Source: an optimization exercise on an open RTL-to-GDS flow (aim: small area and a short achievable clock period). Production flows keep margins and buffers that such runs may drop. Function was checked by simulation only, so behaviour that the tests miss may differ from the original.

==> run a: inputs <==
==> flow/design.v (excerpt) <==
module iir(
    input clk,
    input rst_n,
    input [31:0] x,
    output reg [31:0] y
    );
==> flow/config.mk <==
export PLATFORM = sky130hd
export DESIGN_NAME = iir
export DESIGN_NICKNAME = iir
export VERILOG_FILES = /design/flow/design.v
export SDC_FILE = /design/flow/constraint.sdc
export NUM_CORES = 4
export LEC_CHECK = 0
export CAP_MARGIN = 20
export CORE_MARGIN = 2
export CORE_UTILIZATION = 70
export CTS_BUF_LIST = sky130_fd_sc_hd__clkbuf_4 sky130_fd_sc_hd__clkbuf_8
export SETUP_SLACK_MARGIN = 4
export SLEW_MARGIN = 20
==> flow/constraint.sdc <==
create_clock -name core_clock -period 7.5 [get_ports {clk}]
set_input_delay 1.5000 -clock core_clock [delete_from_list [all_inputs] [get_ports {clk}]]
set_output_delay 1.5000 -clock core_clock [all_outputs]
set_load 0.01 [all_outputs]
standard.sh (not shown) runs the stock make flow with config.mk's settings and CLKGATE_MAP_FILE= SYNTH_SCRIPT=/design/flow/synth_recipe.tcl, a recipe that flattens the netlist after the stock synthesis.
==> flow/flow/run.sh <==
#!/bin/bash
# Layout flow: the standard ORFS flow (standard.sh), with two changes:
#  1. the combinational logic of the standard synthesis is replaced by the
#     gate-level netlist that gen2.py writes from the same description as
#     rtl/iir.v (same registers, same names and cell types; checked by
#     swap_netlist.py, and the standard netlist is kept if they differ);
#  2. the port buffers are buf_4 cells on the inputs and buf_1 cells on the
#     outputs (flow/buffer_outputs.tcl) instead of the default cell.
set -euo pipefail
export BUFFER_PORTS_ARGS="-inputs -buffer_cell sky130_fd_sc_hd__buf_4"
export PRE_GLOBAL_PLACE_TCL="$PWD/flow/buffer_outputs.tcl"
R=orfs/results/sky130hd/iir/base
bash standard.sh synth > standard_synth.log 2>&1
python3 flow/gen2.py --ytree fast42 --fap cell --size2 4 --size4 8 --net custom_netlist.v > gen2.log 2>&1
if python3 flow/swap_netlist.py $R/1_2_yosys.v custom_netlist.v > swap_netlist.log 2>&1; then
  cp $R/1_2_yosys.v standard_1_2_yosys.v
  cp custom_netlist.v $R/1_2_yosys.v
  touch $R/1_2_yosys.v
  rm -f $R/1_synth.odb $R/1_synth.sdc
fi
bash standard.sh finish > standard_finish.log 2>&1
Other scripts of this flow, unchanged in this note and not shown: flow/flow/buffer_outputs.tcl, flow/flow/gen2.py, flow/flow/swap_netlist.py
==> run b: changes against run a <==
--- a/flow/flow/run.sh
+++ b/flow/flow/run.sh
@@ -13,3 +13,3 @@
 bash standard.sh synth > standard_synth.log 2>&1
-python3 flow/gen2.py --ytree fast42 --fap cell --size2 4 --size4 8 --net custom_netlist.v > gen2.log 2>&1
+python3 flow/gen2.py --ytree fast42 --fap cell --size2 3 --size4 6 --net custom_netlist.v > gen2.log 2>&1
 if python3 flow/swap_netlist.py $R/1_2_yosys.v custom_netlist.v > swap_netlist.log 2>&1; then
==> impl_metrics.yaml <==
finish:
  buffers: 38
  area_growth_pct: 7.52
floorplan:
  core-area_sq_um: 13200
  dieArea_sq_um: 14300
logic_synthesis:
  synth_area_per_cell_sq_um: 8.96
timing:
  fin_ws_ps: 4180
  slew_headroom_pct: 54.0
outcome:
  outcome: "timing/DRC/antenna clean"
-- figures above: run b

==> impl_metrics.yaml <==
floorplan:
  core-area_sq_um: 12100
finish:
  buffers: 37
  area_growth_pct: 8.47
grt:
  grt_pass1_vias: 6430
timing:
  slew_headroom_pct: 38.4
outcome:
  outcome: "timing/DRC/antenna clean"
-- figures above: run a



==> v17 <==
iir again, from the RTL that the note above started with.
Settings: LEC_CHECK=0, CAP_MARGIN=20, CORE_MARGIN=2, CORE_UTILIZATION=70, CTS_BUF_LIST=sky130_fd_sc_hd__clkbuf_4 sky130_fd_sc_hd__clkbuf_8, SETUP_SLACK_MARGIN=4.2, SLEW_MARGIN=20; clock period 7.5 ns.
==> flow/flow/run.sh <==
#!/bin/bash
# Layout flow: the standard ORFS flow (standard.sh), with two changes:
#  1. the combinational logic of the standard synthesis is replaced by the
#     gate-level netlist that gen2.py writes from the same description as
#     rtl/iir.v (same registers, same names and cell types; checked by
#     swap_netlist.py, and the standard netlist is kept if they differ);
#  2. the port buffers are buf_1 cells instead of the default.
set -euo pipefail
export BUFFER_PORTS_ARGS="-buffer_cell sky130_fd_sc_hd__buf_1"
R=orfs/results/sky130hd/iir/base
bash standard.sh synth > standard_synth.log 2>&1
python3 flow/gen2.py --ytree fast42 --fap cell --net custom_netlist.v > gen2.log 2>&1
if python3 flow/swap_netlist.py $R/1_2_yosys.v custom_netlist.v > swap_netlist.log 2>&1; then
  cp $R/1_2_yosys.v standard_1_2_yosys.v
  cp custom_netlist.v $R/1_2_yosys.v
  touch $R/1_2_yosys.v
  rm -f $R/1_synth.odb $R/1_synth.sdc
fi
bash standard.sh finish > standard_finish.log 2>&1
Other scripts of this flow, unchanged in this note and not shown: flow/flow/gen2.py, flow/flow/swap_netlist.py
==> inputs of v10, as changes to v17 <==
SETUP_SLACK_MARGIN = 4   (was 4.2)
TNS_END_PERCENT = 20   (was not set)
==> inputs of v11, as changes to v17 <==
CTS_CLUSTER_DIAMETER = 60   (was not set)
CTS_CLUSTER_SIZE = 30   (was not set)
SETUP_SLACK_MARGIN = 4   (was 4.2)
==> inputs of v14, as changes to v17 <==
GPL_ROUTABILITY_DRIVEN = 0   (was not set)
PLACE_DENSITY = 0.75   (was not set)
SETUP_SLACK_MARGIN = 4   (was 4.2)
==> summary.txt <==
|  | v14 | v11 | v17 | v10 |
|---|---|---|---|---|
| Result of the run | complete, no violations | complete, no violations | complete, no violations | complete, no violations |
| Clock network area share | 2.35% | 2.35% | 2.29% | 2.14% |
| Share of layout cells above drive strength 1 | 5.91% | 5.91% | 12.7% | 6.85% |
| Area used by multi-input combinational logic | 5850 um2 | 5850 um2 | 6310 um2 | 5890 um2 |
| Bufs w/o clock | 71 | 71 | 77 | 76 |
| Net count, final | 1,223 | 1,223 | 1,229 | 1,228 |
| Routed met3 length | 618 um | 618 um | 897 um | 497 um |
| Non-Filler Instances | 1,281 | 1,281 | 1,287 | 1,286 |
| Largest net degree at the start of global routing | 65 | 65 | 62 | 52 |
| Capture instance of the worst register-to-register path | p[28]$_DFF_PN0_ | p[28]$_DFF_PN0_ | p[25]$_DFF_PN0_ | p[22]$_DFF_PN0_ |
| Resized Gates After CTS | 10 | 10 | 32 | 11 |
| Portion of the layout cell area used by non-clock buffers | 3.66% | 3.66% | 4.04% | 4.01% |
| Estimated wirelength of the detail-placed design | 13,800 um | 13,800 um | 14,000 um | 13,700 um |
| Slew at the pin closest to its max-slew limit | 852 ps | 852 ps | 823 ps | 688 ps |
| Slew margin rel. | 43.2% | 43.2% | 45.1% | 54.1% |
| Non-Filler Cell Area, Final | 9440 um2 | 9440 um2 | 9970 um2 | 9490 um2 |
| Clock period minus final worst setup slack | 3370 ps | 3370 ps | 3290 ps | 3400 ps |
| Met2 GRT Util | 51.4% | 51.4% | 49.5% | 48.8% |
| Final hold slack | 367 ps | 367 ps | 363 ps | 364 ps |

-- re-timing with driven ports --
The results above use ideal ports. As a check the final layouts listed here were re-extracted and re-timed, cells and wires unchanged. Step 1 assumes that a clkbuf_16 drives the clock port and a buf_2 every other input. Step 2 also shifts input and output timing later by t, the mid clock arrival at the registers, as if the neighbouring blocks saw the same clock. a / b / c = ideal / step 1 / step 2; a / b = the first two.
run | t (ns) | setup WS [ns] | worst hold slack (ns) | worst data-port slew with drivers (ns) | pins driven straight from the clock port
run a | 0.422 | 4.152 / 4.162 / 3.740 | 0.376 / 0.376 / 0.376 | 0.04 | 1
run b | 0.417 | 4.180 / 4.195 / 3.778 | 0.366 / 0.366 / 0.366 | 0.03 | 1
v17 | 0.432 | 4.209 / 4.208 / 3.775 | 0.363 / 0.363 / 0.363 | 0.07 | 1
v10 | 0.417 | 4.104 / 4.116 / 3.699 | 0.364 / 0.364 / 0.364 | 0.05 | 1
v11 | 0.413 | 4.131 / 4.147 / 3.734 | 0.367 / 0.367 / 0.367 | 0.06 | 1
v14 | 0.413 | 4.131 / 4.147 / 3.734 | 0.367 / 0.367 / 0.367 | 0.06 | 1
After both steps setup and hold are still met in every run listed. The setup slack of v17, which loses most, moves by -0.001 ns with the drivers and by -0.434 ns with both steps.
